Context: an optimization exercise on an open-source flow, tuned for small area and a short achievable clock period. The choices shown serve that exercise and are no tape-out recipe. The RTL was checked by simulation tests, not by an equivalence proof against the original design. Power figures rest on the tool's default switching activity, not on a simulated workload.

[flow/design.v]
module adder_top (
    input         clk,
    input  [63:0] a,
    input  [63:0] b,
    input         cin,
    output [63:0] sum,
    output        cout
);
    reg [63:0] a_q, b_q;
    reg        cin_q;
    reg [63:0] sum_q;
    reg        cout_q;
    wire [63:0] s;
    wire        c;
    Adder #(.WIDTH(64)) u_adder (
        .io_a   (a_q),
        .io_b   (b_q),
        .io_cin (cin_q),
        .io_sum (s),
        .io_cout(c)
    );
    always @(posedge clk) begin
        a_q    <= a;
        b_q    <= b;
        cin_q  <= cin;
        sum_q  <= s;
        cout_q <= c;
    end
    assign sum  = sum_q;
    assign cout = cout_q;
endmodule

module Adder #(
    parameter WIDTH = 64
) (
    input  [WIDTH-1:0] io_a,
    input  [WIDTH-1:0] io_b,
    input              io_cin,
    output [WIDTH-1:0] io_sum,
    output             io_cout
);
assign {io_cout, io_sum}  = io_a + io_b + io_cin;
endmodule
[flow/run.sh]
#!/bin/bash
# synth_recipe.tcl (not shown) runs the flow's synth.tcl, then flattens the netlist and writes it again
# the make line also repeats each setting of config.mk as NAME=value (left out here)
make -C /OpenROAD-flow-scripts/flow DESIGN_CONFIG=/design/flow/config.mk WORK_HOME=/design/flow/orfs CLKGATE_MAP_FILE= SYNTH_SCRIPT=/design/flow/synth_recipe.tcl finish
[flow/config.mk]
export PLATFORM = sky130hd
export DESIGN_NAME = adder_top
export DESIGN_NICKNAME = adder_top
export VERILOG_FILES = /design/flow/design.v
export SDC_FILE = /design/flow/constraint.sdc
export NUM_CORES = 4
export LEC_CHECK = 0
export ABC_CLOCK_PERIOD_IN_PS = 2500
export CAP_MARGIN = 20
export CORE_MARGIN = 2
export CORE_UTILIZATION = 40
export PLACE_DENSITY = 0.6
export SETUP_SLACK_MARGIN = 0.6
export SLEW_MARGIN = 20
[flow/constraint.sdc]
create_clock -name core_clock -period 3.1 [get_ports {clk}]
set_input_delay 0.6200 -clock core_clock [delete_from_list [all_inputs] [get_ports {clk}]]
set_output_delay 0.6200 -clock core_clock [all_outputs]
set_load 0.01 [all_outputs]
==> out/results.tsv, run 1 <==
metric	value	unit
outcome	timing/DRC/antenna clean	
clkTransAtPathRegs	0.08	ns
syn-num-nets	974	
fin_crit_sh	0.924	
die_h	145	um
fin_cells	1281	
drtIter0Drc	384	
grt_max_degree	20	
synth_area	7900	um2
fp-row-count	51	
fmax	349	MHz
setup_tns	0	ns
cts.sinks	194	
gp_congestion	0.823	
fin_skew	0.0132	ns
grt_use_total	0.203	
p_leak	4.66	nW
die_w	145	um
drv_slew	0	
fin_util	0.589	
clk_path_buf_depth	2	
cts_hold_buf	0	
area_growth	44.6	%
first_pass_iters	5	
slew-limit-headroom	0.489	
io_pins	195	
tightest_slew	0.759	ns
gr-total-overflow	0	
drive_above_1_share	0.158	
hpwl	16400	um
r2r_start	a_q[0]	
layout_commonest_cell	clkdlybuf4s50_1	
cp_data_required_time	3.43	ns
synth.yosys.seq_area_share	0.492	
hold_viol	0	
async_flop_share	0	
wl_per_cell	16.4	um
start_util	0.407	
r2r-end	sum_q[60]	
hold_end	sum_q[0]	
grt_antenna_before_repair	1	
power	6.77	mW
min_path_type	reg2reg	
io_buffers	194	
clkLatencyLatePin	0.44	ns
ys_warn_count	1	
regArea	3890	um2
critPathLaunchType	register	
grt_pass1_vias	6246	
cp.arrival	3.19	ns
root_buffer	clkbuf_16	
power_density	593	nW/um2
grt_first_pass_wirelength	32500	um
nets	1197	
multi_input_area	4360	um2
fin_crit	2.86	ns
antenna_left	0	
rsz0062_at_grt	yes	
design.core.area	19400	um2
tritoncts	yes	
syn_inst	779	
endpoint_kind	register	
h-tree-depth	4	
synth-seq-cells	194	
hold-worst-slack	0.545	ns
synthDistinctLibCells	68	
critPathKind	reg2reg	
num_vias	6355	
n_fill_cell	1708	
drc	0	
synth-edff-count	0	
ys.flop_type	dfxtp_1	
drt-total-wl	21000	um
drv_cap	0	
min-delay-start	cin_q	
irDropWorstVdd	0.369	mV
final_cell_mix	clkdlybuf4s50_1, dfxtp_1, a21oi_1	
hold_depth	1	
dieArea	20900	um2
crit_path_max_fanout	4	
regToRegSetupSlack	0.24	ns
syn_area_per_cell	10.1	um2
place_inst	1222	
via_per_inst	4.96	
reg2reg_depth	13	
finalSetupViolCount	0	
cts_made_buffers	17	
## area by class of cell
cell class	count	area share
diodes	1	0.000219
multi-input cells	551	0.382
inverters	11	0.00361
clock buffers	18	0.0376
repair buffers	227	0.195
flip-flops and latches	194	0.340
clock inverters	14	0.0126
well taps	265	0.0290
## sequential cells by signal, indices dropped and copies added (netlist names)
register  flops
a_q          64
cout_q        1
sum_q        64
cin_q         1
b_q          64
## synth_stat cells, drive strengths merged, types with 3 or more instances
cell type	count	area share
a21o	33	0.031
o21a	5	0.0048
nor3	14	0.0089
o211ai	4	0.0051
nand4b	3	0.0033
xnor2	35	0.039
or3	4	0.0032
nand2b	8	0.0063
xor2	23	0.026
a21oi	86	0.059
o31ai	5	0.0054
dfxtp	194	0.49
nand3	14	0.0095
o41ai	4	0.010
and3	6	0.0048
ha	63	0.10
nand4	19	0.016
o21bai	14	0.013
inv	11	0.0052
nor4	7	0.0071
nor3b	4	0.0038
nor2b	6	0.0048
and2	7	0.0055
a211oi	5	0.0070
nand2	61	0.029
nor2	52	0.025
a31oi	5	0.0040
buf	9	0.0071
o21ai	40	0.027
clkbuf	14	0.0068
## where the power goes
group          switching [mW]  internal, mW  total [mW]
registers              0.0998          2.78        2.88
logic                   0.823         0.929        1.75
clock network            1.07          1.07        2.14
total                    1.99          4.78        6.77
## cell families after synthesis
logic type,after synthesis,synth area share
and+or+nand+nor,210,0.132
adders and majority gates,65,0.105
DFF,194,0.492
muxes,2,0.00253
xor gates and xnor gates,58,0.0643
buffers and inverters,34,0.0192
AOI/OAI and AO/OA,216,0.185
## repair_timing
item / CTS / global route
setup buffers: 17 / 9
pin swaps: 41 / 27
gates resized for setup: 63 / 46
endpoints found under the setup margin: 35 / 46
## stage by stage
step	setup slack, ns	cell area [um2]
finish	0.235	11400
global route	0.0884	11400
CTS	0.172	11100
detailed placement	0.0733	10100
global placement	0.0208	10100
floorplan	0.440	7920
## worst max-delay path, cell delays in order (launching register included)
cell      delay (ns)
dfxtp_2         0.33
fa_2            0.40
fa_2            0.36
a21oi_2         0.15
nand4b_1        0.16
a21oi_2         0.10
o211ai_2        0.27
a211oi_4        0.12
o41ai_4         0.20
buf_4           0.19
o41ai_4         0.06
buf_6           0.16
a21oi_4         0.16
xnor2_1         0.08
## metal layers
layer / GRT usage / vias to the layer above / part of all wire
met2: 0.310 / 157 / 0.45
met3: 0.0474 / 18 / 0.056
met5: 0 / - / 0
li1: - / 3222 / -
met4: 0.0639 / 0 / 0.014
met1: 0.284 / 2958 / 0.49
## how the worst max path moves through the flow
| stage | startpoint | endpoint | slack (ns) | cells after the start |
|---|---|---|---|---|
| after CTS | cin_q | sum_q[60] | 0.17 | 13 |
| after global placement | a_q[8] | sum_q[33] | 0.02 | 9 |
| after global routing | a_q[0] | sum_q[60] | 0.09 | 13 |
| after floorplan | a_q[0] | cout_q | 0.44 | 11 |
| final | a_q[0] | sum_q[60] | 0.24 | 13 |
| after detailed placement | b_q[8] | sum_q[33] | 0.07 | 9 |
==> run 2, diff against run 1 <==
--- a/flow/config.mk
+++ b/flow/config.mk
@@ -6,9 +6,9 @@
 export NUM_CORES = 4
 export LEC_CHECK = 0
-export ABC_CLOCK_PERIOD_IN_PS = 2500
+export ABC_CLOCK_PERIOD_IN_PS = 1000
 export CAP_MARGIN = 20
 export CORE_MARGIN = 2
 export CORE_UTILIZATION = 40
 export PLACE_DENSITY = 0.6
-export SETUP_SLACK_MARGIN = 0.6
+export SETUP_SLACK_MARGIN = 1.1
 export SLEW_MARGIN = 20
==> run 2 against run 1 <==
  * Die area is the same
  * Final cell count grew 1.3%
  * Routed wire length grew 2.7%
  * Setup slack gained 0.0079 ns
  * Sequential power is essentially flat
  * Sequential share of layout area shrank 0.76 points
  * Combinational power grew 4%
  * Total power grew 1.8%
  * Flip-flop and latch count is the same
  * Synthesized cell count is the same
  * Critical path type unchanged
==> out/results.tsv, run 2 <==
metric	value	unit
drv_slew	0	
power	6.89	mW
tritoncts	yes	
hold_end	sum_q[0]	
synth_area_leaders	dfxtp_1, ha_1, a21oi_1	
drt-total-wl	21600	um
hold_depth	1	
grt_pass1_vias	6318	
synth-edff-count	0	
critPathKind	reg2reg	
synthDistinctLibCells	68	
n_fill_cell	1689	
first_pass_iters	5	
crit_slowest_cell	fa_2	
synthTopCellsByCount	dfxtp_1, a21oi_1, ha_1, nand2_1, nor2_1	
max_stage_delay	0.39	ns
synthXorXnorAreaFrac	0.0643	
pwr-share-seq	0.418	
synth_fa_ha_area_frac	0.105	
grt_first_pass_wirelength	32600	um
num_vias	6574	
drtIter0Drc	457	
cts_made_buffers	17	
grt_use_total	0.204	
fmax	350	MHz
grt_max_degree	18	
synthSimpleGateAreaFrac	0.132	
cts_hold_buf	0	
gr-total-overflow	0	
outcome	timing/DRC/antenna clean	
die_w	145	um
fin_skew	0.00678	ns
grt_antenna_before_repair	0	
slew-limit-headroom	0.620	
combPwrFrac	0.265	
synth_area	7900	um2
io_pins	195	
min_path_type	reg2reg	
synth-seq-cells	194	
ys.flop_type	dfxtp_1	
cp_data_required_time	3.47	ns
fin_crit	2.86	ns
clk_path_buf_depth	2	
r2r_start	cin_q	
antenna_left	0	
fin_crit_sh	0.922	
ys_warn_count	1	
cp.arrival	3.22	ns
min-delay-start	a_q[0]	
nets	1216	
crit_path_max_fanout	3	
clockPowerShare	0.317	
syn_area_per_cell	10.1	um2
drive_above_1_share	0.183	
dieArea	20900	um2
reg_top3	a_q: 64 flops, b_q: 64 flops, sum_q: 64 flops	
synth_top_family_by_area	compound AO/OA/AOI/OAI gates	
crit_chain	fa_2 > fa_2 > a21oi_2 > nand4b_1 > a21oi_2 > o211ai_2 > a211oi_4 > o41ai_4 > buf_4 > o21ai_4 > a21oi_2 > xnor2_1	
fp-row-count	51	
via_per_inst	5.06	
clkLatencyLatePin	0.44	ns
syn_inst	779	
p_leak	4.81	nW
antenna_cells	0	
clkTransAtPathRegs	0.07	ns
rsz0062_at_grt	yes	
synth_compound_area_frac	0.185	
wl_per_cell	16.6	um
cp-startpoint	cin_q	
tightest_slew	0.565	ns
root_buffer	clkbuf_16	
regToRegSetupSlack	0.24	ns
endpoint_kind	register	
netlist.area_leader.share	0.492	
io_buffers	194	
internal-power	4.95	mW
finalSetupViolCount	0	
start_util	0.407	
power_density	590	nW/um2
netSwitchingFraction	0.282	
drv_cap	0	
r2r-end	sum_q[44]	
synth.yosys.seq_area_share	0.492	
p_sw	1.94	mW
setup_tns	0	ns
gp_congestion	0.875	
async_flop_share	0	
h-tree-depth	4	
critPathLaunchType	register	
final_cell_mix	dfxtp_1, clkdlybuf4s50_1, a21oi_1	
hpwl	16200	um
area_growth	47.9	%
synthMuxAreaShare	0.00253	
design.core.area	19400	um2
synth.most_common_cell	dfxtp_1	
hold_viol	0	
reg2reg_depth	12	
crit_top_cell	a21oi_2	
synth_largest_area_cell	dfxtp_1	
irDropWorstVdd	0.380	mV
die_h	145	um
drc	0	
cts.sinks	194	
syn-num-nets	974	
-- run 2: how the worst max path moves through the flow --
stage	cells after the start	slack, ns	endpoint
after global routing	12	0.11	sum_q[44]
after detailed placement	12	0.16	cout_q
final	12	0.24	sum_q[44]
after global placement	11	0.17	sum_q[58]
after CTS	12	0.23	sum_q[60]
after floorplan	11	0.44	cout_q
-- run 2: metrics by stage --
| stage | cell area, um2 | setup slack, ns | instances | hold slack, ns | util |
|---|---|---|---|---|---|
| after CTS | 11200 | 0.231 | 1281 | 0.540 | 0.575 |
| final | 11700 | 0.243 | 1298 | 0.540 | 0.602 |
| after global placement | 10200 | 0.175 | 1224 | 0.521 | 0.527 |
| after global routing | 11700 | 0.114 | 1298 | 0.564 | 0.602 |
| after detailed placement | 10200 | 0.158 | 1224 | 0.526 | 0.527 |
| after floorplan | 8000 | 0.441 | 779 | 0.516 | - |
-- run 2: power groups by stage --
| stage | Combinational [mW] | Clock, mW | Sequential, mW |
|---|---|---|---|
| 2_1_floorplan | 0.742 | 0 | 3.01 |
| 3_3_place_gp | 1.61 | 0 | 2.94 |
| 3_5_place_dp | 1.60 | 0 | 2.94 |
| 4_1_cts | 1.71 | 2.23 | 2.88 |
| 5_1_grt | 1.97 | 2.33 | 2.91 |
| 6_report | 1.82 | 2.19 | 2.88 |
-- run 2: kinds of logic after synthesis --
| logic type | count (synthesis) |
|---|---|
| AND/OR/NAND/NOR | 210 |
| multiplexers | 2 |
| XOR/XNOR | 58 |
| buffers and inverters | 34 |
| flip-flops | 194 |
| adder cells (fa/ha/maj) | 65 |
| AO/OA/AOI/OAI | 216 |
-- run 2: final cells by class --
type | count | area [um2] | share of cell area
Inverter | 11 | 41.3 | 0.00354
Tap cell | 265 | 332 | 0.0284
Timing Repair Buffer | 246 | 2420 | 0.207
Clock buffer | 17 | 425 | 0.0364
Sequential cell | 194 | 3880 | 0.333
Clock inverter | 14 | 155 | 0.0133
Multi-Input combinational cell | 551 | 4420 | 0.379
-- run 2: worst max-delay path: cells and delay by family (launching register included) --
family | cells | cell delay (ns)
AO/OA/AOI/OAI | 7 | 1.18
adder cells (fa/ha/maj) | 2 | 0.76
flip-flops | 1 | 0.32
buffers and inverters | 1 | 0.20
AND/OR/NAND/NOR | 1 | 0.19
XOR/XNOR | 1 | 0.12
-- run 2: repair_timing --
action                     in CTS  in global routing
pin swaps                      28                 35
setup endpoints to repair      53                 61
gates resized for setup        34                 84
buffers inserted               26                 17
-- run 2: routing by layer --
| metal | GRT usage | wire length [um] |
|---|---|---|
| met5 | 0 | 0 |
| met1 | 0.278 | 9920 |
| met3 | 0.0417 | 1150 |
| met2 | 0.322 | 10200 |
| met4 | 0.0690 | 342 |

[what the ideal ports hide]
In the flow no input, the clock included, has a driving cell. The finished layouts below were timed again as built, in two steps.
Step 1: set_driving_cell puts a clkbuf_16 on clk and a buf_2 on each other input, an assumption about the parent block.
Step 2 moves the port delays by t, midway between the first and last clock arrival at a register: inputs arrive t later, outputs are due t later. That takes back most of the time a late clock gives input paths.
Slacks: no drivers / after step 1 / after step 2; pairs: no drivers / after step 1.
run | shift t [ns] | setup slack, ns | latest minus earliest clock arrival (ns) | worst register clock-pin slew, ns
run 1 | 0.483 | 0.235 / 0.235 / 0.235 | 0.013 / 0.013 | 0.08 / 0.08
run 2 | 0.483 | 0.243 / 0.243 / 0.243 | 0.008 / 0.008 | 0.07 / 0.07
After both steps setup and hold are still met in every run listed.
